From an optimization exercise on the open Yosys and OpenROAD flow, aimed at small area, a short achievable clock period and few clock cycles; shortcuts taken in it are not production practice. RTL that was checked went through simulation tests only; none was proved equivalent to the original. No functional check of the RTL was part of run 1. Power and IR drop assume default switching activity.

**flow/config.mk**
```make
export PLATFORM = sky130hd
export DESIGN_NAME = ariscv
export DESIGN_NICKNAME = ariscv
export VERILOG_FILES = /design/flow/design.v
export SDC_FILE = /design/flow/constraint.sdc
export NUM_CORES = 8
export LEC_CHECK = 0
export CAP_MARGIN = 35
export CORE_MARGIN = 2
export CORE_UTILIZATION = 40
export SLEW_MARGIN = 35
export SYNTH_HIERARCHICAL = 1
export SYNTH_MINIMUM_KEEP_SIZE = 0
```
**flow/constraint.sdc**
```tcl
create_clock -name core_clock -period 11.0 [get_ports {clk}]
set_input_delay 2.2000 -clock core_clock [delete_from_list [all_inputs] [get_ports {clk}]]
set_output_delay 2.2000 -clock core_clock [all_outputs]
set_load 0.01 [all_outputs]
```
**flow/design.v**
```verilog
module alu (
   input  logic [31:0]  i_a,
   input  logic [31:0]  i_b,
   input  logic         i_sub,       
   input  logic         i_arith,     
   input  logic         i_left,      
   input  logic         i_sel_sh,
   input  logic         i_sel_xor,
   input  logic         i_sel_or,
   input  logic         i_sel_and,
   input  logic         i_sel_lt,
   input  logic         i_sel_ltu,
   input  logic         i_sel_b,
   output logic [31:0]  o_rest,
   output logic [31:0]  o_sum,
   output logic         o_lt,
   output logic         o_ltu,
   output logic         o_eq         
);
   logic [32:0] sum;
   logic [31:0] shin, shl, shr, x;
   add_sk #(.W(32)) uu_add (.i_a(i_a), .i_b(i_b), .i_cin(i_sub), .o_sum(sum[31:0]), .o_cout(sum[32]));
   assign o_sum = sum[31:0];
   cmp_lt uu_cmp (.i_a(i_a), .i_b(i_b), .i_cin(i_sub), .o_ltu(o_ltu), .o_lt(o_lt));
   assign x     = i_a ^ i_b;
   assign o_eq  = &x;
   always_comb begin
      for (int i = 0; i < 32; i++) shin[i] = i_left ? i_a[31-i] : i_a[i];
   end
   assign shr = 32'($signed({i_arith & i_a[31], shin}) >>> i_b[4:0]);
   always_comb begin
      for (int i = 0; i < 32; i++) shl[i] = shr[31-i];
   end
   assign o_rest   = ({32{i_sel_sh & ~i_left}} & shr)
                   | ({32{i_sel_sh & i_left}}  & shl)
                   | ({32{i_sel_xor}} & x)
                   | ({32{i_sel_or}}  & (i_a | i_b))
                   | ({32{i_sel_and}} & (i_a & i_b))
                   | ({32{i_sel_b}}   & i_b)
                   | {31'd0, (i_sel_lt & o_lt) | (i_sel_ltu & o_ltu)};
endmodule
module add_sk #(
   parameter W = 32
)(
   input  logic [W-1:0]  i_a,
   input  logic [W-1:0]  i_b,
   input  logic          i_cin,
   output logic [W-1:0]  o_sum,
   output logic          o_cout
);
   logic [W:0] g0, p0, G, P;
   assign g0 = {i_a & i_b, i_cin};
   assign p0 = {i_a ^ i_b, 1'b0};
   always_comb begin
      G = g0;
      P = p0;
      for (int l = 0; (1 << l) <= W; l++) begin
         for (int i = W; i >= 0; i--) begin
            if ((i >> l) & 1) begin
               G[i] = G[i] | (P[i] & G[((i >> l) << l) - 1]);
               P[i] = P[i] & P[((i >> l) << l) - 1];
            end
         end
      end
   end
   sum_xor #(.W(W)) uu_sum (.i_p(p0[W:1]), .i_c(G[W-1:0]), .o_s(o_sum));
   assign o_cout = G[W];
endmodule
module sum_xor #(
   parameter W = 32
)(
   input  logic [W-1:0]  i_p,
   input  logic [W-1:0]  i_c,
   output logic [W-1:0]  o_s
);
   assign o_s = i_p ^ i_c;
endmodule
module cmp_lt (
   input  logic [31:0]  i_a,
   input  logic [31:0]  i_b,
   input  logic         i_cin,
   output logic         o_ltu,
   output logic         o_lt
);
   logic [31:0] g, p;
   logic        c31;
   always_comb begin
      g = {i_a[30:0] & i_b[30:0], i_cin};
      p = {i_a[30:0] | i_b[30:0], 1'b0};
      for (int l = 1; l < 32; l = l * 2) begin
         for (int i = 31; i >= 0; i--) begin
            if ((i % (2 * l)) == (2 * l - 1)) begin
               g[i] = g[i] | (p[i] & g[i-l]);
               p[i] = p[i] & p[i-l];
            end
         end
      end
      c31 = g[31];
   end
   assign o_ltu = ~((i_a[31] & i_b[31]) | ((i_a[31] | i_b[31]) & c31));
   assign o_lt  = ~((~i_a[31] & ~i_b[31]) | ((~i_a[31] | ~i_b[31]) & c31));
endmodule
module rf_sel31 (
   input  logic [31:1]  i_d,
   input  logic [31:1]  i_sel,
   output logic         o_y
);
   assign o_y = |(i_d & i_sel);
endmodule
module reg_file (
   input  logic         clk,
   input  logic         i_wr_en,
   input  logic [4:0]   i_wr_addr,
   input  logic [31:0]  i_wr_dt,
   input  logic [31:1]  i_rd1_sel,
   input  logic [31:1]  i_rd2_sel,
   output logic [31:0]  o_rd_dt_1,
   output logic [31:0]  o_rd_dt_2
);
   logic [31:0] regs [1:31];
   always_ff @(posedge clk) begin
      if (i_wr_en) regs[i_wr_addr] <= i_wr_dt;
   end
   for (genvar b = 0; b < 32; b++) begin : g_bit
      logic [31:1] col;
      for (genvar i = 1; i < 32; i++) begin : g_reg
         assign col[i] = regs[i][b];
      end
      rf_sel31 uu_rd1 (.i_d(col), .i_sel(i_rd1_sel), .o_y(o_rd_dt_1[b]));
      rf_sel31 uu_rd2 (.i_d(col), .i_sel(i_rd2_sel), .o_y(o_rd_dt_2[b]));
   end
endmodule
module res_sel (
   input  logic [31:0]  i_sum,
   input  logic         i_sel,
   input  logic [31:0]  i_rest,
   output logic [31:0]  o_y
);
   assign o_y = ({32{i_sel}} & i_sum) | i_rest;
endmodule
module fwd_sel (
   input  logic         i_fwd,
   input  logic         i_inv,
   input  logic [31:0]  i_sum,
   input  logic         i_sel,
   input  logic [31:0]  i_rest,
   input  logic [31:0]  i_other,
   output logic [31:0]  o_y
);
   assign o_y = {32{i_inv}} ^ (i_fwd ? (({32{i_sel}} & i_sum) | i_rest) : i_other);
endmodule
module ariscv #(
   parameter NBW_ACLK      = 6,
   parameter NBW_INST      = 32,
   parameter NBW_REGISTER  = 32,
   parameter NBW_ADDR      = 5,
   parameter NBW_PC        = 32
)(
   input  logic                        clk,
   input  logic                        rst_async_n,
   input  logic [NBW_INST-1:0]         i_inst,
   output logic [NBW_PC-1:0]           o_pc,
   output logic [NBW_REGISTER-1:0]     o_writeData,
   output logic [NBW_REGISTER-1:0]     o_writeAddr,
   output logic                        o_memWrite,
   output logic [2:0]                  o_writeWidth,
   input  logic [NBW_REGISTER-1:0]     i_readData
);
   localparam logic [4:0] OP_LOAD = 5'b00000, OP_STORE = 5'b01000, OP_BRANCH = 5'b11000,
                          OP_JALR = 5'b11001, OP_JAL   = 5'b11011, OP_OPIMM  = 5'b00100,
                          OP_OP   = 5'b01100, OP_AUIPC = 5'b00101, OP_LUI    = 5'b01101;
   logic          x_redirect;
   logic [31:0]   x_sum, x_rest;
   logic          x_sel_sum;
   logic [11:2]   x_target;
   logic          d_replay;
   logic [11:2]   pc_q;
   logic [4:0]    f_op;
   logic          f_jal, f_br, f_pred, f_auipc, f_rs2;
   logic [11:2]   f_tj, f_tb, f_target;
   logic [12:2]   f_pc4;
   logic [12:2]   f_alt;
   assign o_pc = {20'd0, pc_q, 2'b00};
   assign f_op    = i_inst[6:2];
   assign f_jal   = (f_op == OP_JAL);
   assign f_br    = (f_op == OP_BRANCH) & (i_inst[31] | i_inst[12]);
   assign f_pred  = f_jal | f_br;
   assign f_auipc = (f_op == OP_AUIPC);
   assign f_rs2   = (f_op == OP_OP) | (f_op == OP_BRANCH) | (f_op == OP_STORE);
   add_sk #(.W(10)) uu_tj (.i_a(pc_q), .i_b({i_inst[20], i_inst[30:22]}), .i_cin(1'b0), .o_sum(f_tj), .o_cout());
   add_sk #(.W(10)) uu_tb (.i_a(pc_q), .i_b({i_inst[7], i_inst[30:25], i_inst[11:9]}), .i_cin(1'b0), .o_sum(f_tb), .o_cout());
   assign f_target = f_jal ? f_tj : f_tb;
   assign f_pc4   = {1'b0, pc_q} + 11'd1;
   assign f_alt   = (f_auipc | (f_op == OP_LOAD) | (f_op == OP_STORE)) ? {1'b0, pc_q} : (f_pred | (f_op != OP_BRANCH)) ? f_pc4 : {1'b0, f_tb};
   always_ff @(posedge clk or negedge rst_async_n) begin
      if (!rst_async_n)    pc_q <= '0;
      else if (x_redirect) pc_q <= x_target;
      else if (d_replay)    pc_q <= d_alt[11:2];
      else if (f_jal)      pc_q <= f_tj;
      else if (f_br)       pc_q <= f_tb;
      else                 pc_q <= f_pc4[11:2];
   end
   logic          d_valid;
   logic [31:0]   d_ir;
   logic          d_pred;
   logic [12:2]   d_alt;
   logic          d_useimm, d_mem, d_wen, d_opx, d_load, d_store, d_branch, d_jalr, d_link, d_upper;
   logic [1:0]    d_immsel;
   logic [31:1]   d_rs1_sel, d_rs2_sel;
   always_ff @(posedge clk or negedge rst_async_n) begin
      if (!rst_async_n)  d_valid <= 1'b0;
      else               d_valid <= ~x_redirect & ~d_replay;
   end
   always_ff @(posedge clk) begin
      d_ir   <= i_inst;
      d_pred <= f_pred;
      d_alt  <= f_alt;
      d_useimm <= ~f_rs2;
      d_mem    <= (f_op == OP_LOAD) | (f_op == OP_STORE);
      d_wen    <= (f_op != OP_STORE) & (f_op != OP_BRANCH) & (i_inst[11:7] != 5'd0);
      d_opx    <= (f_op == OP_OP) | (f_op == OP_OPIMM);
      d_load   <= (f_op == OP_LOAD);
      d_store  <= (f_op == OP_STORE);
      d_branch <= (f_op == OP_BRANCH);
      d_jalr   <= (f_op == OP_JALR);
      d_link   <= (f_op == OP_JAL) | (f_op == OP_JALR);
      d_upper  <= (f_op == OP_LUI) | (f_op == OP_AUIPC);
      d_immsel <= (f_op == OP_STORE) ? 2'd1 : (f_op == OP_LUI) ? 2'd2 : f_auipc ? 2'd3 : 2'd0;
      for (int i = 1; i < 32; i++) begin
         d_rs1_sel[i] <= (i_inst[19:15] == 5'(i));
         d_rs2_sel[i] <= (i_inst[24:20] == 5'(i)) & f_rs2;
      end
   end
   logic [2:0]    d_f3;
   logic [4:0]    d_rs1, d_rs2, d_rd;
   logic [31:0]   d_imm;
   logic [31:0]   d_rd1, d_rd2;
   assign d_f3  = d_ir[14:12];
   assign d_rs1 = d_ir[19:15];
   assign d_rs2 = d_ir[24:20];
   assign d_rd  = d_ir[11:7];
   always_comb begin
      case (d_immsel)
         2'd1:    d_imm = {{20{d_ir[31]}}, d_ir[31:25], d_ir[11:7]};
         2'd2:    d_imm = {d_ir[31:12], 12'd0};
         2'd3:    d_imm = {d_ir[31:12], d_alt[11:2], 2'b00};
         default: d_imm = {{20{d_ir[31]}}, d_ir[31:20]};
      endcase
   end
   logic          d_sub;
   assign d_sub = d_branch | (d_opx & (d_f3[2:1] == 2'b01)) |
                  (~d_useimm & d_opx & (d_f3 == 3'd0) & d_ir[30]);
   logic          x_valid, x_wen;
   logic [4:0]    x_rd;
   logic [31:0]   x_result;
   logic          x_we;
   logic          fwd_a, fwd_b;
   assign x_we  = x_valid & x_wen;
   assign fwd_a = x_we & (x_rd == d_rs1);
   assign fwd_b = x_we & (x_rd == d_rs2) & ~d_useimm;
   assign d_replay = d_valid & d_mem & fwd_a;
   reg_file uu_rf (
      .clk         (clk),
      .i_wr_en     (x_we),
      .i_wr_addr   (x_rd),
      .i_wr_dt     (x_result),
      .i_rd1_sel   (d_rs1_sel),
      .i_rd2_sel   (d_rs2_sel),
      .o_rd_dt_1   (d_rd1),
      .o_rd_dt_2   (d_rd2)
   );
   logic [11:0]   d_addr;
   add_sk #(.W(12)) uu_addr (.i_a(d_rd1[11:0]), .i_b(d_imm[11:0]), .i_cin(1'b0), .o_sum(d_addr), .o_cout());
   logic [31:0]   d_a, d_b;
   fwd_sel uu_fwd_a (.i_fwd(fwd_a), .i_inv(1'b0), .i_sum(x_sum), .i_sel(x_sel_sum),
                     .i_rest(x_rest), .i_other(d_rd1), .o_y(d_a));
   fwd_sel uu_fwd_b (.i_fwd(fwd_b), .i_inv(d_sub), .i_sum(x_sum), .i_sel(x_sel_sum),
                     .i_rest(x_rest), .i_other(d_rd2 | ({32{d_useimm}} & d_imm)), .o_y(d_b));
   logic [31:0]   x_a, x_b;
   logic [11:0]   x_addr;
   logic [2:0]    x_f3;
   logic          x_sub, x_arith, x_left;
   logic          x_sel_sh, x_sel_xor, x_sel_or, x_sel_and, x_sel_lt, x_sel_ltu, x_sel_b;
   logic          x_load, x_store, x_branch, x_jalr, x_link;
   logic          x_pred;
   logic [12:2]   x_alt;
   always_ff @(posedge clk or negedge rst_async_n) begin
      if (!rst_async_n) x_valid <= 1'b0;
      else              x_valid <= d_valid & ~x_redirect & ~d_replay;
   end
   always_ff @(posedge clk) begin
      x_a       <= d_a;
      x_b       <= d_b;
      x_addr    <= d_addr;
      x_rd      <= d_rd;
      x_wen     <= d_wen;
      x_f3      <= d_f3;
      x_sub     <= d_sub;
      x_arith   <= d_ir[30];
      x_left    <= ~d_f3[2];
      x_sel_sum <= d_opx & (d_f3 == 3'd0);
      x_sel_sh  <= d_opx & (d_f3[1:0] == 2'b01);
      x_sel_xor <= d_opx & (d_f3 == 3'd4);
      x_sel_or  <= d_opx & (d_f3 == 3'd6);
      x_sel_and <= d_opx & (d_f3 == 3'd7);
      x_sel_lt  <= d_opx & (d_f3 == 3'd2);
      x_sel_ltu <= d_opx & (d_f3 == 3'd3);
      x_sel_b   <= d_upper;
      x_load    <= d_load;
      x_store   <= d_store;
      x_branch  <= d_branch;
      x_jalr    <= d_jalr;
      x_link    <= d_link;
      x_pred    <= d_pred;
      x_alt     <= d_alt;
   end
   logic [31:0]   x_alu;
   logic          x_lt, x_ltu, x_eq, x_cond, x_taken;
   alu uu_alu (
      .i_a       (x_a),
      .i_b       (x_b),
      .i_sub     (x_sub),
      .i_arith   (x_arith),
      .i_left    (x_left),
      .i_sel_sh  (x_sel_sh),
      .i_sel_xor (x_sel_xor),
      .i_sel_or  (x_sel_or),
      .i_sel_and (x_sel_and),
      .i_sel_lt  (x_sel_lt),
      .i_sel_ltu (x_sel_ltu),
      .i_sel_b   (x_sel_b),
      .o_rest    (x_alu),
      .o_sum     (x_sum),
      .o_lt      (x_lt),
      .o_ltu     (x_ltu),
      .o_eq      (x_eq)
   );
   always_comb begin
      case (x_f3[2:1])
         2'b00:   x_cond = x_eq;
         2'b10:   x_cond = x_lt;
         default: x_cond = x_ltu;
      endcase
   end
   assign x_taken = x_cond ^ x_f3[0];
   assign x_redirect = x_valid & (x_jalr | (x_branch & (x_taken ^ x_pred)));
   assign x_target   = x_jalr ? x_sum[11:2] : x_alt[11:2];
   assign x_rest = x_load ? i_readData : (x_alu | {19'd0, {11{x_link}} & x_alt, 2'b00});
   res_sel uu_res (.i_sum(x_sum), .i_sel(x_sel_sum), .i_rest(x_rest), .o_y(x_result));
   assign o_writeAddr  = {20'd0, x_addr};
   assign o_writeData  = x_b;
   assign o_writeWidth = x_f3;
   assign o_memWrite   = x_valid & x_store;
endmodule
```
**flow/flow/run.sh**
```bash
#!/bin/bash
# The standard layout (standard.sh: its synthesis and ORFS steps, its SDC),
# with these changes to how the layout is made:
#  - the resizer is asked for more setup slack than the 11 ns clock needs;
#  - no gate cloning in timing repair (clones added after the last design
#    repair could leave slew violations);
#  - CTS without dummy loads, with larger sink clusters;
#  - ports buffered with buf_2 instead of the default delay buffer.
# ORFS writes each step's log under orfs/logs/; make's output goes to flow.log.
set -o pipefail
bash standard.sh SETUP_SLACK_MARGIN=7 SKIP_GATE_CLONING=1 \
  "CTS_ARGS=-sink_clustering_enable -repair_clock_nets -dont_use_dummy_load -sink_clustering_size 25 -sink_clustering_max_diameter 100 -buf_list {sky130_fd_sc_hd__clkbuf_8 sky130_fd_sc_hd__clkbuf_16}" \
  "BUFFER_PORTS_ARGS=-buffer_cell sky130_fd_sc_hd__buf_2" \
  finish > flow.log 2>&1
```
**flow/standard.sh**
```bash
#!/bin/bash
# synth_recipe.tcl (not shown) runs the flow's synth.tcl, then flattens the netlist and writes it again
# the make line also repeats each setting of config.mk as NAME=value (left out here)
make -C /OpenROAD-flow-scripts/flow DESIGN_CONFIG=/design/flow/config.mk WORK_HOME=/design/flow/orfs CLKGATE_MAP_FILE= SYNTH_SCRIPT=/design/flow/synth_recipe.tcl "${@:-finish}"
```
==> out/results.ini, run 1 <==
[placed_design]
gp_congestion=0.977
port_buffers=121
place_area_um2=61800
dpl.hpwl_mm=145

[routing]
drc=0
wl_met2_mm=101
routed.top_layer=met5
route.met3.wl_mm=22.8
ant_nets=0
wl_per_cell_um=33.1
viasPerCell=6.71
wl_mm=219
drtPass1Iterations=10
dr.first_iter.drc_count=6779
num_vias=44533
drt-met1-wl_mm=84.6

[synthesis]
syn-instance-count=4530
synth_area_um2=58300
yosysWarnings=13
syn_avg_cell_area_um2=12.9

[power]
p_leak_nw=22.0
sw_frac_of_total=0.316
intPower_mw=6.89
combPwrFrac=0.220
p_per_area_nw_per_um2=158
clkPwrFrac=0.232
pwr-share-seq=0.548
ir_drop_uv=134
p_switching_mw=3.18

[die]
coreArea_um2=145000
fp.dieH_um=386
rows=140
io_pins=166
die_area_um2=149000
start_util=0.401
die_w_um=386

[setup_path]
worst_setup_path_start_kind=flop
crit_chain=buf_16, nor2b_2, a22o_1, o31ai_1, o211a_1, o21ai_1, o221ai_1, mux2_2, a21o_2
critPathTopFamily=compound AO/OA/AOI/OAI gates
slowest_stage=dfxtp_4
slowest_delay_ns=0.55
required_ns=11.33
arrival_ns=4.42
crit_type=flop to flop
path_max_fanout=51
end_kind=flop
worst-path-buf-inv=1

[final_layout]
layout.nets=4913
layout_commonest_cell=edfxtp_1
fill_cells=13187
layout_common_cells=992 x edfxtp_1, 811 x a22oi_1, 206 x nor2_1, 197 x nand2_1, 195 x dfxtp_1
multi_input_area_um2=23100
final_area_um2=63700
seqCellArea_um2=34600
drive_gt1_frac=0.150
area_delta_synth_final_pct=9.21

[timing]
maxSlewHeadroom=0.338
finalSetupViolCount=0
period_share=0.372
timing.final.hold_violations=0
drv_slew=0
rsz0062_at_grt=true
period_needed_ns=4.09
skew_ns=0.138
max_freq_mhz=244
fin_setup_tns_ns=0
worstMarginPinSlew_ns=0.991

[cts]
clockBufferDepth=3
numCtsBuffers=57
clkLatencyLatePin_ns=0.75
cts.clk_slew.worst_paths_ns=0.09
cts_sinks=1228
cts_tree=yes
htree_levels=2
clockRootBuffer=clkbuf_16

[grt]
grt_pass1_vias=41818
antenna_found_initial=10
grt_max_degree=65
grt_pass1_wl_mm=307
grt_usage=0.285
grt_overflow=0

[worst_hold_path]
holdCritPathClass=flop to flop

[run_status]
outcome=finished clean

[job]
maxCapViolations=0

## metal layers
metal | up-vias | track usage
met5 | - | 0
met3 | 450 | 0.0559
met2 | 2713 | 0.455
li1 | 18918 | -
met1 | 22446 | 0.375
met4 | 6 | 0.130
## flip-flops by register name, indices dropped and copies added (netlist names), 2 cells and up
name and count:
pc_q 10, x_rd 5, x_b 32, x_alt 11
x_f3 3, x_a 32, uu_rf.regs 992, d_rs2_sel 31
d_immsel 2, d_alt 11, d_rs1_sel 31, x_addr 12
d_ir 25
## metrics by stage
stage	hold slack (ns)	setup WS [ns]	total power, mW	instances	util
4_1_cts	0.335	6.91	10.0	6627	0.437
6_report	0.334	6.91	10.1	6634	0.438
5_1_grt	0.339	6.95	10.4	6634	0.438
2_1_floorplan	0.310	7.03	6.89	4578	-
3_3_place_gp	0.312	5.73	7.70	6567	0.425
3_5_place_dp	0.312	6.01	7.72	6569	0.425
## path summary, 6_finish.rpt
path,cells past startpoint,to,slack (ns),start
setup / recovery,9,uu_rf.regs[14][20],6.91,x_b[1]
hold / removal,0,x_link,0.33,d_link
setup reg to reg,9,uu_rf.regs[14][20],6.91,x_b[1]
hold reg to reg,0,x_link,0.33,d_link
max in group asynchronous,1,pc_q[9],9.37,rst_async_n
min in group asynchronous,1,pc_q[11],1.39,rst_async_n
## final cells by class
type | count | area share
inverter | 100 | 0.00603
timing repair buffer | 254 | 0.0271
tap | 1917 | 0.0377
antenna | 1 | 0.0000393
clock buffer | 57 | 0.0224
multi-input combinational | 3077 | 0.363
sequential | 1228 | 0.544
## power by group through the flow
stage | clock network, mW | logic [mW] | registers [mW]
after floorplan | 0 | 1.36 | 5.52
after global routing | 2.49 | 2.37 | 5.53
after global placement | 0 | 2.10 | 5.61
after CTS | 2.35 | 2.15 | 5.50
after detailed placement | 0 | 2.11 | 5.61
final | 2.34 | 2.22 | 5.51
## timing repair
action	CTS	global route
pin swaps	0	2
hold buffers	0	0
setup endpoints to repair	1048	633
buffers inserted	1	4
resized for setup	63	35
==> run 2, diff against run 1 <==
--- a/flow/design.v
+++ b/flow/design.v
@@ -4,6 +4,6 @@
    input  logic         i_sub,       
    input  logic         i_arith,     
-   input  logic         i_left,      
-   input  logic         i_sel_sh,
+   input  logic         i_sel_srx,   
+   input  logic         i_sel_sll,   
    input  logic         i_sel_xor,
    input  logic         i_sel_or,
@@ -19,19 +19,17 @@
 );
    logic [32:0] sum;
-   logic [31:0] shin, shl, shr, x;
+   logic [31:0] shl, shr, x;
    add_sk #(.W(32)) uu_add (.i_a(i_a), .i_b(i_b), .i_cin(i_sub), .o_sum(sum[31:0]), .o_cout(sum[32]));
    assign o_sum = sum[31:0];
-   cmp_lt uu_cmp (.i_a(i_a), .i_b(i_b), .i_cin(i_sub), .o_ltu(o_ltu), .o_lt(o_lt));
+   assign o_ltu = ~sum[32];
+   assign o_lt  = (i_a[31] ^ ~i_b[31]) ? i_a[31] : sum[31];
    assign x     = i_a ^ i_b;
    assign o_eq  = &x;
-   always_comb begin
-      for (int i = 0; i < 32; i++) shin[i] = i_left ? i_a[31-i] : i_a[i];
-   end
-   assign shr = 32'($signed({i_arith & i_a[31], shin}) >>> i_b[4:0]);
+   assign shr = 32'($signed({i_arith & i_a[31], i_a}) >>> i_b[4:0]);
    always_comb begin
       for (int i = 0; i < 32; i++) shl[i] = shr[31-i];
    end
-   assign o_rest   = ({32{i_sel_sh & ~i_left}} & shr)
-                   | ({32{i_sel_sh & i_left}}  & shl)
+   assign o_rest   = ({32{i_sel_srx}} & shr)
+                   | ({32{i_sel_sll}} & shl)
                    | ({32{i_sel_xor}} & x)
                    | ({32{i_sel_or}}  & (i_a | i_b))
@@ -76,29 +74,4 @@
    assign o_s = i_p ^ i_c;
 endmodule
-module cmp_lt (
-   input  logic [31:0]  i_a,
-   input  logic [31:0]  i_b,
-   input  logic         i_cin,
-   output logic         o_ltu,
-   output logic         o_lt
-);
-   logic [31:0] g, p;
-   logic        c31;
-   always_comb begin
-      g = {i_a[30:0] & i_b[30:0], i_cin};
-      p = {i_a[30:0] | i_b[30:0], 1'b0};
-      for (int l = 1; l < 32; l = l * 2) begin
-         for (int i = 31; i >= 0; i--) begin
-            if ((i % (2 * l)) == (2 * l - 1)) begin
-               g[i] = g[i] | (p[i] & g[i-l]);
-               p[i] = p[i] & p[i-l];
-            end
-         end
-      end
-      c31 = g[31];
-   end
-   assign o_ltu = ~((i_a[31] & i_b[31]) | ((i_a[31] | i_b[31]) & c31));
-   assign o_lt  = ~((~i_a[31] & ~i_b[31]) | ((~i_a[31] | ~i_b[31]) & c31));
-endmodule
 module rf_sel31 (
    input  logic [31:1]  i_d,
@@ -142,4 +115,5 @@
    input  logic         i_fwd,
    input  logic         i_inv,
+   input  logic         i_rev,
    input  logic [31:0]  i_sum,
    input  logic         i_sel,
@@ -148,5 +122,10 @@
    output logic [31:0]  o_y
 );
-   assign o_y = {32{i_inv}} ^ (i_fwd ? (({32{i_sel}} & i_sum) | i_rest) : i_other);
+   logic [31:0] v, r;
+   assign v = {32{i_inv}} ^ (i_fwd ? (({32{i_sel}} & i_sum) | i_rest) : i_other);
+   always_comb begin
+      for (int i = 0; i < 32; i++) r[i] = v[31-i];
+   end
+   assign o_y = i_rev ? r : v;
 endmodule
 module ariscv #(
@@ -273,13 +252,15 @@
    add_sk #(.W(12)) uu_addr (.i_a(d_rd1[11:0]), .i_b(d_imm[11:0]), .i_cin(1'b0), .o_sum(d_addr), .o_cout());
    logic [31:0]   d_a, d_b;
-   fwd_sel uu_fwd_a (.i_fwd(fwd_a), .i_inv(1'b0), .i_sum(x_sum), .i_sel(x_sel_sum),
+   logic          d_sll;
+   assign d_sll = d_opx & (d_f3 == 3'd1);
+   fwd_sel uu_fwd_a (.i_fwd(fwd_a), .i_inv(1'b0), .i_rev(d_sll), .i_sum(x_sum), .i_sel(x_sel_sum),
                      .i_rest(x_rest), .i_other(d_rd1), .o_y(d_a));
-   fwd_sel uu_fwd_b (.i_fwd(fwd_b), .i_inv(d_sub), .i_sum(x_sum), .i_sel(x_sel_sum),
+   fwd_sel uu_fwd_b (.i_fwd(fwd_b), .i_inv(d_sub), .i_rev(1'b0), .i_sum(x_sum), .i_sel(x_sel_sum),
                      .i_rest(x_rest), .i_other(d_rd2 | ({32{d_useimm}} & d_imm)), .o_y(d_b));
    logic [31:0]   x_a, x_b;
    logic [11:0]   x_addr;
    logic [2:0]    x_f3;
-   logic          x_sub, x_arith, x_left;
-   logic          x_sel_sh, x_sel_xor, x_sel_or, x_sel_and, x_sel_lt, x_sel_ltu, x_sel_b;
+   logic          x_sub, x_arith;
+   logic          x_sel_srx, x_sel_sll, x_sel_xor, x_sel_or, x_sel_and, x_sel_lt, x_sel_ltu, x_sel_b;
    logic          x_load, x_store, x_branch, x_jalr, x_link;
    logic          x_pred;
@@ -298,7 +279,7 @@
       x_sub     <= d_sub;
       x_arith   <= d_ir[30];
-      x_left    <= ~d_f3[2];
       x_sel_sum <= d_opx & (d_f3 == 3'd0);
-      x_sel_sh  <= d_opx & (d_f3[1:0] == 2'b01);
+      x_sel_srx <= d_opx & (d_f3 == 3'd5);
+      x_sel_sll <= d_sll;
       x_sel_xor <= d_opx & (d_f3 == 3'd4);
       x_sel_or  <= d_opx & (d_f3 == 3'd6);
@@ -322,6 +303,6 @@
       .i_sub     (x_sub),
       .i_arith   (x_arith),
-      .i_left    (x_left),
-      .i_sel_sh  (x_sel_sh),
+      .i_sel_srx (x_sel_srx),
+      .i_sel_sll (x_sel_sll),
       .i_sel_xor (x_sel_xor),
       .i_sel_or  (x_sel_or),
==> out/results.ini, run 2 <==
[run_status]
outcome=finished clean

[routing]
viasPerCell=6.86
num_vias=43657
wl_per_cell_um=34.7
wl_mm=221
ant_nets=0
drtPass1Iterations=10
drc=0
dr.first_iter.drc_count=6591

[worst_hold_path]
holdCritPathClass=flop to flop

[grt]
grt_max_degree=96
grt_usage=0.289
antenna_found_initial=13
grt_pass1_wl_mm=306
grt_overflow=0
grt_pass1_vias=40742

[setup_path]
critPathTopFamily=compound AO/OA/AOI/OAI gates
end_kind=flop
crit_chain=inv_1, a221oi_1, buf_4, mux2_4, a211o_1, a221o_1, a21oi_1, o21ai_0, a21o_2
worst_setup_path_start_kind=flop
crit_type=flop to flop
slowest_delay_ns=0.83
reg2reg_slack_ns=7.01
required_ns=11.39
arrival_ns=4.38
worst-path-buf-inv=2
slowest_stage=o21ai_0
path_max_fanout=31

[cts]
clockRootBuffer=clkbuf_16
cts.clk_slew.worst_paths_ns=0.10
cts_sinks=1228
htree_levels=2
clockBufferDepth=3
numCtsBuffers=56
cts_tree=yes
clkLatencyLatePin_ns=0.75
cts_hold_buf=0

[final_layout]
layout.nets=4652
fill_cells=12957
largest-register=uu_rf.regs
multi_input_area_um2=22700
layout_commonest_cell=edfxtp_1
seqCellArea_um2=34600
reg_top3=uu_rf.regs: 992 flops, x_a: 32 flops, x_b: 32 flops
layout_common_cells=992 x edfxtp_1, 778 x a22oi_1, 179 x dfxtp_1, 171 x nand2_1, 158 x nand3_1
area_delta_synth_final_pct=9.53
largest_reg_flops=992
drive_gt1_frac=0.156

[power]
pwr-share-seq=0.548
sw_frac_of_total=0.309
p_switching_mw=3.11
intPower_mw=6.94
p_leak_nw=22.4
combPwrFrac=0.220
ir_drop_uv=120
p_per_area_nw_per_um2=159
clkPwrFrac=0.232

[timing]
timing.final.hold_violations=0
maxSlewHeadroom=0.274
fin_setup_tns_ns=0
period_share=0.363
max_freq_mhz=251
rsz0062_at_grt=true
skew_ns=0.105
worstMarginPinSlew_ns=1.09
drv_slew=0
period_needed_ns=3.99
postLayoutSetupSlackWorst_ns=7.01
finalSetupViolCount=0

[placed_design]
port_buffers=121
dpl.hpwl_mm=141
pre_cts_ws_ns=6.25
gp_congestion=0.961

[die]
start_util=0.403
die_area_um2=148000
rows=139
coreArea_um2=143000
io_pins=166
fp.dieH_um=384
die_w_um=384

[synthesis]
syn-instance-count=4246
synth_area_um2=57800
yosysWarnings=13
syn_avg_cell_area_um2=13.6

[job]
maxCapViolations=0

run 2: what timing repair did:
action	4_1_cts	5_1_grt
pin swaps	6	4
gates resized for setup	61	38
endpoints found under the setup margin	247	80
buffers inserted	11	2
run 2: power groups by stage:
stage | clock, mW | combinational [mW] | sequential (mW)
floorplan | 0 | 1.31 | 5.50
global placement | 0 | 2.04 | 5.60
detailed placement | 0 | 2.06 | 5.60
CTS | 2.34 | 2.13 | 5.50
global route | 2.49 | 2.34 | 5.53
finish | 2.33 | 2.21 | 5.51
run 2: worst reg2reg max path: stages, from the launching register on:
cell,delay [ns]
dfxtp_1,0.79
inv_1,0.23
a221oi_1,0.31
buf_4,0.21
mux2_4,0.20
a211o_1,0.18
a221o_1,0.25
a21oi_1,0.06
o21ai_0,0.83
a21o_2,0.64
run 2: worst paths after layout:
check / from / to / depth (start not counted)
worst max register to register: x_a[31] / uu_rf.regs[11][5] / 9
max in group asynchronous: rst_async_n / pc_q[9] / 1
worst max-delay path: x_a[31] / uu_rf.regs[11][5] / 9
worst min-delay path: d_pred / x_pred / 0
worst min register to register: d_pred / x_pred / 0
min in group asynchronous: rst_async_n / d_valid / 1
run 2: per-layer routing:
layer | share of wire | GRT usage | vias up | routed length [µm]
li1 | - | - | 18053 | -
met1 | 0.38 | 0.379 | 21999 | 83300
met2 | 0.43 | 0.431 | 3071 | 95600
met3 | 0.12 | 0.0700 | 528 | 25900
met4 | 0.072 | 0.180 | 6 | 16000
met5 | 0.00017 | 0.00195 | - | 38
run 2: area by class of cell:
type	count	area share
multi-input cells	2805	0.358
clock buffers	56	0.0221
flip-flops and latches	1228	0.547
diodes	5	0.000198
inverters	98	0.00583
well taps	1903	0.0376
repair buffers	268	0.0294
run 2: metrics by stage:
step / util / hold slack [ns] / cells / instance area [µm²] / power (mW)
2_1_floorplan: - / 0.310 / 4295 / 58000 / 6.82
3_3_place_gp: 0.427 / 0.311 / 6289 / 61300 / 7.64
3_5_place_dp: 0.428 / 0.312 / 6289 / 61400 / 7.65
4_1_cts: 0.440 / 0.335 / 6356 / 63100 / 9.97
5_1_grt: 0.441 / 0.339 / 6358 / 63300 / 10.4
6_report: 0.441 / 0.336 / 6363 / 63300 / 10.1
Testbench counts of run 2, summed over its fixed seeds: cycles 365,440.
==> run 3, diff against run 2 <==
--- a/flow/flow/run.sh
+++ b/flow/flow/run.sh
@@ -9,5 +9,5 @@
 # ORFS writes each step's log under orfs/logs/; make's output goes to flow.log.
 set -o pipefail
-bash standard.sh SETUP_SLACK_MARGIN=7 SKIP_GATE_CLONING=1 \
+bash standard.sh SETUP_SLACK_MARGIN=7.5 SKIP_GATE_CLONING=1 \
   "CTS_ARGS=-sink_clustering_enable -repair_clock_nets -dont_use_dummy_load -sink_clustering_size 25 -sink_clustering_max_diameter 100 -buf_list {sky130_fd_sc_hd__clkbuf_8 sky130_fd_sc_hd__clkbuf_16}" \
   "BUFFER_PORTS_ARGS=-buffer_cell sky130_fd_sc_hd__buf_2" \
==> out/results.ini, run 3 <==
[run_status]
outcome=finished clean

[routing]
dr.first_iter.drc_count=7057
num_vias=44589
wl_per_cell_um=34.6
viasPerCell=6.85
drtPass1Iterations=8
ant_nets=0
drc=0
wl_mm=225

[power]
p_switching_mw=3.29
combPwrFrac=0.262
p_per_area_nw_per_um2=160
pwr-share-seq=0.516
intPower_mw=7.28
sw_frac_of_total=0.311
clkPwrFrac=0.222
p_leak_nw=23.5
ir_drop_uv=147

[die]
fp.dieH_um=384
rows=139
die_area_um2=148000
start_util=0.403
io_pins=166
coreArea_um2=143000
die_w_um=384

[final_layout]
reg_top3=uu_rf.regs: 992 flops, x_a: 32 flops, x_b: 32 flops
layout.nets=4798
largest-register=uu_rf.regs
drive_gt1_frac=0.223
fin_cells=6508
fill_cells=12696
final_area_um2=66200
area_delta_synth_final_pct=14.4
layout_common_cells=992 x edfxtp_1, 778 x a22oi_1, 234 x buf_4, 169 x nand2_1, 151 x dfxtp_1
layout_commonest_cell=edfxtp_1
largest_reg_flops=992

[setup_path]
required_ns=11.57
crit_chain=ha_4, and4_4, nand3b_1, o22ai_4, o211ai_4, a211oi_2, inv_2, a222oi_1, o2111ai_1, a221o_1, mux2_4, a21o_1, mux4_2, xor2_1
arrival_ns=4.33
slowest_stage=mux4_2
path_max_fanout=4
end_kind=flop
worst_setup_path_start_kind=flop
slowest_delay_ns=0.47
crit_type=flop to flop

[job]
maxCapViolations=0

[timing]
timing.final.hold_violations=0
finalSetupViolCount=0
worstMarginPinSlew_ns=1.12
period_share=0.341
hold_slack_ns=0.336
skew_ns=0.0967
rsz0062_at_grt=true
period_needed_ns=3.75
max_freq_mhz=266
maxSlewHeadroom=0.252
postLayoutSetupSlackWorst_ns=7.25
fin_setup_tns_ns=0
drv_slew=0

[placed_design]
place_area_um2=61500
dpl.hpwl_mm=142
port_buffers=121
pre_cts_ws_ns=6.27
dp_cells=6285
gp_congestion=0.959

[synthesis]
syn-instance-count=4246
syn_avg_cell_area_um2=13.6
synth_area_um2=57800
yosysWarnings=13

[cts]
numCtsBuffers=57
cts_tree=yes
htree_levels=2
cts_sinks=1228
clkLatencyLatePin_ns=0.74
clockBufferDepth=3
clockRootBuffer=clkbuf_16
cts_hold_buf=0
cts.clk_slew.worst_paths_ns=0.11

[grt]
grt_overflow=0
grt_pass1_wl_mm=310
antenna_found_initial=10
grt_pass1_vias=41298
grt_util_met2=0.430
grt_usage=0.295
grt_max_degree=76
grt_use_met3=0.0738
grtUsageMet1=0.391
grt_busiest_layer=met2

[worst_hold_path]
holdCritPathClass=flop to flop

-- run 3: routing by layer --
metal	wire length (µm)	share of wire
met5	207	0.00092
met4	17000	0.076
met3	26800	0.12
met2	96200	0.43
met1	84900	0.38
-- run 3: per-stage QoR --
| step | total power [mW] | utilization |
|---|---|---|
| 6_report | 10.6 | 0.461 |
| 5_1_grt | 10.9 | 0.461 |
| 4_1_cts | 10.4 | 0.454 |
| 3_5_place_dp | 7.67 | 0.428 |
| 3_3_place_gp | 7.64 | 0.428 |
| 2_1_floorplan | 6.84 | - |
-- run 3: cell type report --
type / instances / area, µm² / share of cell area
Sequential cell: 1228 / 34800 / 0.526
Timing Repair Buffer: 413 / 3380 / 0.0511
Tap cell: 1903 / 2380 / 0.0360
Multi-Input combinational cell: 2805 / 23800 / 0.360
Inverter: 98 / 374 / 0.00565
Clock buffer: 57 / 1430 / 0.0216
Antenna cell: 4 / 10.0 / 0.000151
-- run 3: repair_timing --
action | 4_1_cts | 5_1_grt
gates resized for setup | 325 | 120
pin swaps | 70 | 66
buffers inserted | 109 | 53
setup endpoints to repair | 1121 | 414
-- run 3: power by group through the flow --
stage                     registers [mW]  logic (mW)  clock network [mW]
after floorplan                     5.51        1.33                   0
after global placement              5.60        2.04                   0
after detailed placement            5.61        2.06                   0
after CTS                           5.47        2.52                2.36
after global routing                5.47        2.90                2.52
final                               5.46        2.77                2.35
-- run 3: worst paths after layout --
path / from / endpoint / slack, ns / depth (start not counted)
worst max-delay path: x_a[14] / x_b[0] / 7.25 / 14
worst min-delay path: d_jalr / x_jalr / 0.34 / 0
worst max register to register: x_a[14] / x_b[0] / 7.25 / 14
worst min register to register: d_jalr / x_jalr / 0.34 / 0
max in group asynchronous: rst_async_n / pc_q[4] / 9.33 / 1
min in group asynchronous: rst_async_n / pc_q[11] / 1.39 / 1
-- run 3: worst max-delay path: cells and delay by family (launching register included) --
family / cells / cell delay [ns]
simple gates: 2 / 0.39
flops: 1 / 0.37
buf+inv: 1 / 0.06
xor+xnor: 1 / 0.15
fa+ha+maj: 1 / 0.28
compound gates: 7 / 1.59
mux: 2 / 0.77
==> run 4, diff against run 3 <==
--- a/flow/flow/run.sh
+++ b/flow/flow/run.sh
@@ -9,5 +9,5 @@
 # ORFS writes each step's log under orfs/logs/; make's output goes to flow.log.
 set -o pipefail
-bash standard.sh SETUP_SLACK_MARGIN=7.5 SKIP_GATE_CLONING=1 \
+bash standard.sh SETUP_SLACK_MARGIN=6.7 SKIP_GATE_CLONING=1 \
   "CTS_ARGS=-sink_clustering_enable -repair_clock_nets -dont_use_dummy_load -sink_clustering_size 25 -sink_clustering_max_diameter 100 -buf_list {sky130_fd_sc_hd__clkbuf_8 sky130_fd_sc_hd__clkbuf_16}" \
   "BUFFER_PORTS_ARGS=-buffer_cell sky130_fd_sc_hd__buf_2" \
==> out/results.ini, run 4 <==
[routing]
ant_nets=0
dr.first_iter.drc_count=6860
drc=0
wl_mm=219
num_vias=43524
viasPerCell=6.85
wl_per_cell_um=34.5
drtPass1Iterations=7

[grt]
grt_overflow=0
antenna_found_initial=8
grtUsageMet1=0.374
grt_use_met3=0.0715
grt_max_degree=97
grt_usage=0.287
grt_busiest_layer=met2
grt_pass1_vias=40004
grt_util_met2=0.432
grt_pass1_wl_mm=302

[placed_design]
gp_congestion=0.967
dpl.hpwl_mm=141
port_buffers=121
dp_cells=6287

[setup_path]
r2r_end=x_addr[11]
required_ns=11.51
path_max_fanout=32
crit_type=flop to flop
timing.rr.start=d_rs1_sel[5]
reg2reg_slack_ns=6.76
ff2ff_path_depth=11
end_kind=flop
arrival_ns=4.75
worst_setup_path_start_kind=flop

[timing]
timing.final.hold_violations=0
rsz0062_at_grt=true
finalSetupViolCount=0
period_share=0.386
maxSlewHeadroom=0.302
period_needed_ns=4.24
max_freq_mhz=236
skew_ns=0.104
drv_slew=0
fin_setup_tns_ns=0
hold_slack_ns=0.336
worstMarginPinSlew_ns=1.03

[job]
maxCapViolations=0

[power]
finalPower_mw=9.96
intPower_mw=6.90
ir_drop_uv=128
p_switching_mw=3.06
combPwrFrac=0.214
p_leak_nw=22.3
clkPwrFrac=0.234
pwr-share-seq=0.552
sw_frac_of_total=0.307
p_per_area_nw_per_um2=158

[die]
die_w_um=384
io_pins=166
coreArea_um2=143000
start_util=0.403
die_area_um2=148000
fp.dieH_um=384
rows=139

[final_layout]
largest-register=uu_rf.regs
layout.nets=4642
layout_commonest_cell=edfxtp_1
fin_cells=6354
multi_input_area_um2=22400
drive_gt1_frac=0.143
layout_common_cells=992 x edfxtp_1, 778 x a22oi_1, 200 x dfxtp_1, 171 x nand2_1, 159 x nand3_1
reg_top3=uu_rf.regs: 992 flops, x_a: 32 flops, x_b: 32 flops
fill_cells=12928
seqCellArea_um2=34600
largest_reg_flops=992
area_delta_synth_final_pct=8.86

[worst_hold_path]
hold_end=x_jalr
min_from=d_jalr
hold_depth=0
holdCritPathClass=flop to flop

[cts]
numCtsBuffers=56
cts.clk_slew.worst_paths_ns=0.09
clkLatencyLatePin_ns=0.74
clockRootBuffer=clkbuf_16
cts_sinks=1228
clockBufferDepth=3
htree_levels=2
cts_tree=yes
cts_hold_buf=0

[synthesis]
synth_area_um2=57800
yosysWarnings=13
syn-instance-count=4246
syn_avg_cell_area_um2=13.6

[run_status]
outcome=finished clean

## run 4: final cells by class
class / count / share of cell area
Inverter: 98 / 0.00584
Timing Repair Buffer: 258 / 0.0277
Multi-Input combinational cell: 2805 / 0.356
Clock buffer: 56 / 0.0223
Antenna cell: 6 / 0.000238
Sequential cell: 1228 / 0.550
Tap cell: 1903 / 0.0378
## run 4: worst max-delay path by stage
stage                             from                to  slack, ns  cells after the start
after floorplan             i_inst[11]           pc_q[8]       6.87                     10
after global placement          x_b[0]  uu_rf.regs[7][6]       6.24                      9
after detailed placement        x_b[1]          pc_q[11]       6.23                     16
after CTS                      x_b[10]            x_b[0]       6.73                     16
after global routing           x_b[10]            x_b[0]       6.68                     16
final                     d_rs1_sel[5]        x_addr[11]       6.76                     11
## run 4: repair_timing
action	4_1_cts	5_1_grt
endpoints found under the setup margin	91	45
pin swaps	0	2
gates resized for setup	11	24
buffers inserted	0	5
## run 4: power groups by stage
stage / sequential, mW / clock [mW] / combinational [mW]
6_report: 5.50 / 2.33 / 2.13
5_1_grt: 5.52 / 2.49 / 2.26
4_1_cts: 5.49 / 2.34 / 2.06
3_5_place_dp: 5.60 / 0 / 2.04
3_3_place_gp: 5.59 / 0 / 2.03
2_1_floorplan: 5.50 / 0 / 1.31
## run 4: metrics by stage
step / instance area (µm²) / worst slack [ns] / utilization
2_1_floorplan: 58000 / 6.87 / -
3_3_place_gp: 61300 / 6.24 / 0.427
3_5_place_dp: 61300 / 6.23 / 0.428
4_1_cts: 62800 / 6.73 / 0.438
5_1_grt: 62900 / 6.68 / 0.439
6_report: 63000 / 6.76 / 0.439
## run 4: routing by layer
| metal | wire length [µm] | share of wire | vias up |
|---|---|---|---|
| li1 | - | - | 18020 |
| met1 | 82100 | 0.37 | 21964 |
| met2 | 96000 | 0.44 | 3007 |
| met3 | 25700 | 0.12 | 525 |
| met4 | 15500 | 0.071 | 8 |
| met5 | 67 | 0.00031 | - |
## run 4: critical path, cell delays in order, from the launching register on
cell and delay [ns]:
dfxtp_1 0.31, buf_4 0.26, a22o_1 0.29, a221oi_2 0.18
nand3_1 0.31, or4_1 0.83, ha_1 0.45, a21oi_1 0.16
o21ai_0 0.12, a32oi_1 0.46, o21ai_0 0.21, xor2_1 0.43
==> run 5, diff against run 4 <==
--- a/flow/flow/run.sh
+++ b/flow/flow/run.sh
@@ -9,5 +9,5 @@
 # ORFS writes each step's log under orfs/logs/; make's output goes to flow.log.
 set -o pipefail
-bash standard.sh SETUP_SLACK_MARGIN=6.7 SKIP_GATE_CLONING=1 \
+bash standard.sh SETUP_SLACK_MARGIN=7.8 SKIP_GATE_CLONING=1 \
   "CTS_ARGS=-sink_clustering_enable -repair_clock_nets -dont_use_dummy_load -sink_clustering_size 25 -sink_clustering_max_diameter 100 -buf_list {sky130_fd_sc_hd__clkbuf_8 sky130_fd_sc_hd__clkbuf_16}" \
   "BUFFER_PORTS_ARGS=-buffer_cell sky130_fd_sc_hd__buf_2" \
==> out/results.ini, run 5 <==
[routing]
drtPass1Iterations=10
wl_per_cell_um=36.2
drc=0
dr.first_iter.drc_count=7959
ant_nets=0
wl_mm=240
num_vias=45710
viasPerCell=6.88

[timing]
period_share=0.358
drv_slew=0
rsz0062_at_grt=true
maxSlewHeadroom=0.216
worstMarginPinSlew_ns=1.16
fin_setup_tns_ns=0
skew_ns=0.123
period_needed_ns=3.93
hold_slack_ns=0.334
finalSetupViolCount=0
timing.final.hold_violations=0
max_freq_mhz=254

[synthesis]
syn-instance-count=4246
syn_avg_cell_area_um2=13.6
synth_area_um2=57800
yosysWarnings=13

[final_layout]
layout_common_cells=992 x edfxtp_1, 778 x a22oi_1, 247 x buf_4, 153 x nand2_1, 145 x nand4_1
area_delta_synth_final_pct=19.6
fill_cells=12357
reg_top3=uu_rf.regs: 992 flops, x_a: 32 flops, x_b: 32 flops
final_area_um2=69200
post-route-util=0.482
largest-register=uu_rf.regs
layout.nets=4925
layout_commonest_cell=edfxtp_1
drive_gt1_frac=0.261
largest_reg_flops=992

[job]
maxCapViolations=0

[grt]
grt_pass1_wl_mm=320
grt_busiest_layer=met2
grt_overflow=0
grt_util_met2=0.447
grt_pass1_vias=42141
grt_max_degree=79
grt_usage=0.305
grtUsageMet1=0.403
antenna_found_initial=15
grt_use_met3=0.0782

[setup_path]
timing.rr.start=x_b[0]
arrival_ns=4.50
reg2reg_slack_ns=7.07
slowest_delay_ns=0.46
worst_setup_path_start_kind=flop
critPathCapture=x_a[6]
slowest_stage=mux4_2
end_kind=flop
crit_chain=buf_12, buf_6, buf_6, buf_6, buf_6, buf_12, mux2_4, a32oi_4, buf_6, o21ai_2, a211o_1, a221o_1, a21oi_2, o21ai_2, a21o_1, mux4_2, xor2_1
crit_top_cell=buf_6
worst-path-buf-inv=7
startpoint=x_b[0]
required_ns=11.56
critPathTopFamily=compound AO/OA/AOI/OAI gates
crit_type=flop to flop
path_max_fanout=4
cp_num_cells=17
r2r_end=x_a[6]
ff2ff_path_depth=17

[placed_design]
place_area_um2=61700
gp_congestion=0.980
port_buffers=121
dpl.hpwl_mm=142

[cts]
cts.clk_slew.worst_paths_ns=0.10
cts_sinks=1228
clkLatencyLatePin_ns=0.76
numCtsBuffers=57
cts_hold_buf=0
clockRootBuffer=clkbuf_16
cts_tree=yes
htree_levels=2
clockBufferDepth=3

[die]
die_area_um2=148000
coreArea_um2=143000
rows=139
fp.dieH_um=384
io_pins=166
start_util=0.403
die_w_um=384

[power]
ir_drop_uv=159
p_leak_nw=24.6
p_per_area_nw_per_um2=159

[worst_hold_path]
holdCritPathClass=flop to flop

[run_status]
outcome=finished clean

## run 5: cell types whose count changed in the layout (fill, tap and decap cells not counted), sizes merged
cell	delta
diode	+6
clkbuf	+4
clkinvlp	+2
inv	-2
buf	+279
## run 5: worst register-to-register path, delay by kind of cell (launching register included)
family	cells	cell delay [ns]
AO/OA/AOI/OAI	7	1.72
multiplexers	2	0.74
flip-flops	1	0.34
buffers and inverters	7	0.82
XOR/XNOR	1	0.18
## run 5: layer usage
metal,share of wire,vias to the layer above,wire (µm)
met5,0.0012,-,278
met4,0.082,10,19600
met3,0.13,670,31600
met2,0.42,3508,101000
met1,0.36,22926,87400
li1,-,18596,-
## run 5: area by class of cell
| type | instances | area [µm²] | share of cell area |
|---|---|---|---|
| Multi-Input combinational cell | 2805 | 24500 | 0.354 |
| Antenna cell | 12 | 30.0 | 0.000434 |
| Sequential cell | 1228 | 34800 | 0.503 |
| Inverter | 98 | 385 | 0.00557 |
| Clock buffer | 57 | 1430 | 0.0206 |
| Timing Repair Buffer | 540 | 5630 | 0.0813 |
| Tap cell | 1903 | 2380 | 0.0344 |
## run 5: where the power goes
group          total [mW]  internal (mW)  switching [mW]  leakage, nW
registers            5.48           5.25           0.230         11.2
logic                3.19           1.37            1.82         12.7
clock network        2.36          0.923            1.43        0.702
## run 5: worst min path at each step
| stage | startpoint | end | slack [ns] | cells after the start |
|---|---|---|---|---|
| floorplan | d_alt[12] | x_alt[12] | 0.31 | 0 |
| global placement | d_store | x_store | 0.31 | 0 |
| detailed placement | d_store | x_store | 0.31 | 0 |
| CTS | d_store | x_store | 0.34 | 0 |
| global route | d_upper | x_sel_b | 0.34 | 0 |
| finish | d_jalr | x_jalr | 0.33 | 0 |
## run 5: stage by stage
stage	cells	worst slack (ns)	power, mW
after floorplan	4295	7.05	6.87
after global placement	6281	6.44	7.68
after detailed placement	6281	6.40	7.70
after CTS	6519	7.10	10.6
after global routing	6632	6.96	11.3
final	6643	7.07	11.0
## run 5: repair_timing
| action | CTS | global route |
|---|---|---|
| endpoints found under the setup margin | 1145 | 873 |
| setup buffers | 181 | 111 |
| gates resized for setup | 495 | 173 |
| pin swaps | 114 | 93 |
==> run 6, diff against run 5 <==
--- a/flow/flow/run.sh
+++ b/flow/flow/run.sh
@@ -9,5 +9,5 @@
 # ORFS writes each step's log under orfs/logs/; make's output goes to flow.log.
 set -o pipefail
-bash standard.sh SETUP_SLACK_MARGIN=7.8 SKIP_GATE_CLONING=1 \
+bash standard.sh SETUP_SLACK_MARGIN=7.3 SKIP_GATE_CLONING=1 \
   "CTS_ARGS=-sink_clustering_enable -repair_clock_nets -dont_use_dummy_load -sink_clustering_size 25 -sink_clustering_max_diameter 100 -buf_list {sky130_fd_sc_hd__clkbuf_8 sky130_fd_sc_hd__clkbuf_16}" \
   "BUFFER_PORTS_ARGS=-buffer_cell sky130_fd_sc_hd__buf_2" \
==> out/results.ini, run 6 <==
[setup_path]
timing.rr.start=x_a[31]
worst_setup_path_start_kind=flop
required_ns=11.48
path_max_fanout=31
r2r_end=uu_rf.regs[13][9]
reg2reg_slack_ns=7.19
ff2ff_path_depth=10
crit_type=flop to flop
arrival_ns=4.29
end_kind=flop

[timing]
max_freq_mhz=262
worstMarginPinSlew_ns=0.913
hold_slack_ns=0.334
finalSetupViolCount=0
period_share=0.346
fin_setup_tns_ns=0
maxSlewHeadroom=0.391
timing.final.hold_violations=0
skew_ns=0.113
rsz0062_at_grt=true
drv_slew=0
period_needed_ns=3.81
postLayoutSetupSlackWorst_ns=7.19

[final_layout]
largest-register=uu_rf.regs
area_delta_synth_final_pct=11.6
layout_common_cells=992 x edfxtp_1, 778 x a22oi_1, 198 x buf_4, 170 x nand2_1, 158 x dfxtp_1
layout_commonest_cell=edfxtp_1
layout.nets=4725
drive_gt1_frac=0.190
reg_top3=uu_rf.regs: 992 flops, x_a: 32 flops, x_b: 32 flops
largest_reg_flops=992

[synthesis]
yosysWarnings=13
syn-instance-count=4246
synth_area_um2=57800
syn_avg_cell_area_um2=13.6

[cts]
cts.clk_slew.worst_paths_ns=0.09
numCtsBuffers=57
clockRootBuffer=clkbuf_16
clockBufferDepth=3
cts_sinks=1228
cts_tree=yes
cts_hold_buf=0
htree_levels=2
clkLatencyLatePin_ns=0.76

[routing]
viasPerCell=6.90
wl_mm=224
drtPass1Iterations=9
drc=0
num_vias=44467
dr.first_iter.drc_count=7420
ant_nets=0
wl_per_cell_um=34.8

[placed_design]
gp_congestion=0.950
pre_cts_ws_ns=6.33
port_buffers=121
dpl.hpwl_mm=142

[grt]
antenna_found_initial=22
grt_pass1_wl_mm=309
grt_max_degree=92
grt_overflow=0
grt_pass1_vias=40891
grt_usage=0.293

[power]
ir_drop_uv=110
p_per_area_nw_per_um2=159
p_leak_nw=22.9

[worst_hold_path]
hold_end=x_sel_b
hold_depth=0
holdCritPathClass=flop to flop
min_from=d_upper

[job]
maxCapViolations=0

[die]
coreArea_um2=143000
fp.dieH_um=384
rows=139
die_w_um=384
die_area_um2=148000
io_pins=166
start_util=0.403

[run_status]
outcome=finished clean

run 6: area by class of cell:
cell class                      count  area [µm²]
Fill cell                       12918       78900
Inverter                           98         372
Timing Repair Buffer              340        2440
Clock buffer                       57        1430
Sequential cell                  1228       34800
Multi-Input combinational cell   2805       23200
Tap cell                         1903        2380
Antenna cell                       15        37.5
run 6: metal layers:
layer	up-vias	track usage	wire (µm)
li1	18208	-	-
met1	22501	0.382	84200
met2	3164	0.434	96800
met3	582	0.0712	25900
met4	12	0.193	17300
met5	-	0.00162	80
run 6: worst max path at each step:
stage,startpoint,endpoint,slack (ns),depth (start not counted)
final,x_a[31],uu_rf.regs[13][9],7.19,10
after global routing,x_a[14],x_a[31],7.13,14
after CTS,x_b[4],x_a[31],7.16,15
after detailed placement,x_b[1],pc_q[3],6.33,16
after global placement,x_b[2],uu_rf.regs[5][11],6.14,9
after floorplan,i_inst[11],pc_q[8],7.05,10
run 6: critical path, cell delays in order (launching register included):
cell and delay (ns):
dfxtp_1 0.80, inv_1 0.25, a221oi_1 0.34, buf_4 0.21, nor3_1 0.07, nor4_1 0.36, a221o_1 0.38, a21oi_1 0.07
o21ai_1 0.58, a21o_1 0.14, buf_4 0.37
run 6: metrics by stage:
step / utilization / instances / total power, mW / area, µm²
after global routing: 0.450 / 6434 / 10.6 / 64500
after CTS: 0.444 / 6374 / 10.1 / 63700
final: 0.450 / 6446 / 10.3 / 64600
after floorplan: - / 4295 / 6.82 / 58100
after global placement: 0.428 / 6288 / 7.63 / 61400
after detailed placement: 0.428 / 6288 / 7.65 / 61400
run 6: where the power goes:
| part | switching, mW | internal (mW) |
|---|---|---|
| sequential | 0.258 | 5.24 |
| combinational | 1.49 | 0.941 |
| clock | 1.42 | 0.923 |
run 6: timing repair:
action	4_1_cts	5_1_grt
pin swaps	22	33
buffers inserted	29	57
resized for setup	148	98
hold endpoints to repair	0	0
endpoints found under the setup margin	825	228
==> run 7, diff against run 6 <==
--- a/flow/flow/run.sh
+++ b/flow/flow/run.sh
@@ -9,5 +9,5 @@
 # ORFS writes each step's log under orfs/logs/; make's output goes to flow.log.
 set -o pipefail
-bash standard.sh SETUP_SLACK_MARGIN=7.3 SKIP_GATE_CLONING=1 \
+bash standard.sh SETUP_SLACK_MARGIN=7.2 SKIP_GATE_CLONING=1 \
   "CTS_ARGS=-sink_clustering_enable -repair_clock_nets -dont_use_dummy_load -sink_clustering_size 25 -sink_clustering_max_diameter 100 -buf_list {sky130_fd_sc_hd__clkbuf_8 sky130_fd_sc_hd__clkbuf_16}" \
   "BUFFER_PORTS_ARGS=-buffer_cell sky130_fd_sc_hd__buf_2" \
==> out/results.ini, run 7 <==
[synthesis]
syn_avg_cell_area_um2=13.6
synth_area_um2=57800
syn-instance-count=4246
yosysWarnings=13

[final_layout]
fin_cells=6422
drive_gt1_frac=0.183
largest-register=uu_rf.regs
layout_common_cells=992 x edfxtp_1, 778 x a22oi_1, 188 x buf_4, 170 x nand2_1, 160 x dfxtp_1
largest_reg_flops=992
fill_cells=12846
reg_top3=uu_rf.regs: 992 flops, x_a: 32 flops, x_b: 32 flops
layout_commonest_cell=edfxtp_1
area_delta_synth_final_pct=11.2
layout.nets=4711

[placed_design]
dpl.hpwl_mm=141
gp_congestion=1.01
dp_cells=6288
port_buffers=121

[grt]
antenna_found_initial=14
grt_max_degree=97
grt_pass1_wl_mm=305
grt_usage=0.289
grt_pass1_vias=40767
grt_overflow=0

[setup_path]
crit_type=flop to flop
slowest_delay_ns=0.47
worst_setup_path_start_kind=flop
end_kind=flop
slowest_stage=dfxtp_4
arrival_ns=4.34
path_max_fanout=9
required_ns=11.52
crit_chain=ha_4, a21o_1, a31o_2, a221o_1, nor2_2, a21oi_2, xor2_2, nand2_1, o21ai_1, nand2_1, o2111ai_1, a221o_1, mux2_4, a21o_1, mux4_2, xor2_1

[timing]
drv_slew=0
fin_setup_tns_ns=0
timing.final.hold_violations=0
maxSlewHeadroom=0.337
max_freq_mhz=262
period_needed_ns=3.82
skew_ns=0.143
hold_slack_ns=0.334
worstMarginPinSlew_ns=0.982
rsz0062_at_grt=true
finalSetupViolCount=0
period_share=0.347

[die]
rows=139
die_area_um2=148000
fp.dieH_um=384
start_util=0.403
coreArea_um2=143000
io_pins=166
die_w_um=384

[cts]
numCtsBuffers=56
cts_tree=yes
clockBufferDepth=3
htree_levels=2
cts_sinks=1228
clkLatencyLatePin_ns=0.74
clockRootBuffer=clkbuf_16
cts_hold_buf=0
cts.clk_slew.worst_paths_ns=0.10

[power]
p_leak_nw=22.8
p_per_area_nw_per_um2=159
ir_drop_uv=130
finalPower_mw=10.2

[routing]
wl_mm=221
drc=0
wl_per_cell_um=34.4
viasPerCell=6.80
ant_nets=0
dr.first_iter.drc_count=6663
drtPass1Iterations=9
num_vias=43694

[job]
maxCapViolations=0

[worst_hold_path]
holdCritPathClass=flop to flop

[run_status]
outcome=finished clean

-- run 7: cell types whose count changed in the layout (fill, tap and decap cells not counted), sizes merged --
cell / change
clkinvlp: +1
clkinv: +1
buf: -13
clkbuf: -1
inv: -2
diode: -10
-- run 7: final timing paths --
check / from / cells past startpoint / end / slack (ns)
max reg2reg: x_a[26] / 16 / x_b[0] / 7.18
min reg2reg: d_load / 0 / x_load / 0.33
min: d_load / 0 / x_load / 0.33
max: x_a[26] / 16 / x_b[0] / 7.18
min in group asynchronous: rst_async_n / 1 / pc_q[8] / 1.38
max in group asynchronous: rst_async_n / 1 / pc_q[4] / 9.37
-- run 7: power by group --
part | switching [mW] | total, mW | internal, mW
sequential | 0.242 | 5.48 | 5.24
combinational | 1.47 | 2.38 | 0.906
clock | 1.42 | 2.33 | 0.908
total | 3.14 | 10.2 | 7.05
-- run 7: final cells by class --
cell class                      count  area, µm²  area share
Timing Repair Buffer              327       2330      0.0362
Clock buffer                       56       1400      0.0218
Multi-Input combinational cell   2805      23000       0.359
Tap cell                         1903       2380      0.0370
Inverter                           98        374     0.00582
Antenna cell                        5       12.5    0.000195
Sequential cell                  1228      34700       0.540
-- run 7: what timing repair did --
action                                  in CTS  in global routing
resized for setup                          131                 77
buffers inserted                            36                 37
pin swaps                                   17                 24
endpoints found under the setup margin     750                163
-- run 7: routing by layer --
layer | track usage | wire length [µm] | share of wire
met1 | 0.380 | 83200 | 0.38
met2 | 0.429 | 95100 | 0.43
met3 | 0.0732 | 26400 | 0.12
met4 | 0.173 | 16000 | 0.072
met5 | 0 | 45 | 0.00020
-- run 7: metrics by stage --
step / util / cell area [µm²] / worst slack [ns]
floorplan: - / 58100 / 7.05
global placement: 0.428 / 61300 / 5.97
detailed placement: 0.428 / 61400 / 6.18
CTS: 0.444 / 63700 / 7.12
global route: 0.448 / 64300 / 7.07
finish: 0.448 / 64300 / 7.18
-- run 7: worst max-delay path, delay by kind of cell (launching register included) --
family	cells	cell delay, ns
AND/OR/NAND/NOR	3	0.32
AO/OA/AOI/OAI	8	1.54
XOR/XNOR	2	0.33
flip-flops	1	0.47
adder cells (fa/ha/maj)	1	0.25
multiplexers	2	0.77

==> static timing again, ports no longer ideal <==
Ports are ideal in the flow. The routed layouts listed here were re-timed in OpenROAD.
Step 1, drivers: a clkbuf_16 drives clk and a buf_2 each remaining input, both assumed.
Step 2 moves the port delays by t, midway between the first and last clock arrival at a register: inputs arrive t later, outputs are due t later. That takes back most of the time a late clock gives input paths.
a / b / c = no drivers / after step 1 / after step 2; a / b = the first two.
run | shift t [ns] | slack for setup (ns) | clock arrival spread, ns | worst data-port slew with drivers (ns)
run 1 | 0.759 | 6.907 / 6.907 / 6.430 | 0.138 / 0.139 | 0.07
run 2 | 0.770 | 7.012 / 7.012 / 6.355 | 0.120 / 0.120 | 0.12
run 3 | 0.771 | 7.247 / 7.218 / 6.650 | 0.096 / 0.097 | 0.11
run 4 | 0.761 | 6.758 / 6.758 / 6.396 | 0.103 / 0.104 | 0.11
run 5 | 0.771 | 7.065 / 7.021 / 6.618 | 0.123 / 0.123 | 0.11
run 6 | 0.774 | 7.189 / 7.189 / 6.616 | 0.113 / 0.113 | 0.12
run 7 | 0.736 | 7.178 / 7.161 / 6.634 | 0.145 / 0.144 | 0.12
After both steps setup and hold are still met in every run listed. For run 2, which loses most, drivers alone change the setup slack by 0.000 ns; drivers and shift together by -0.657 ns.
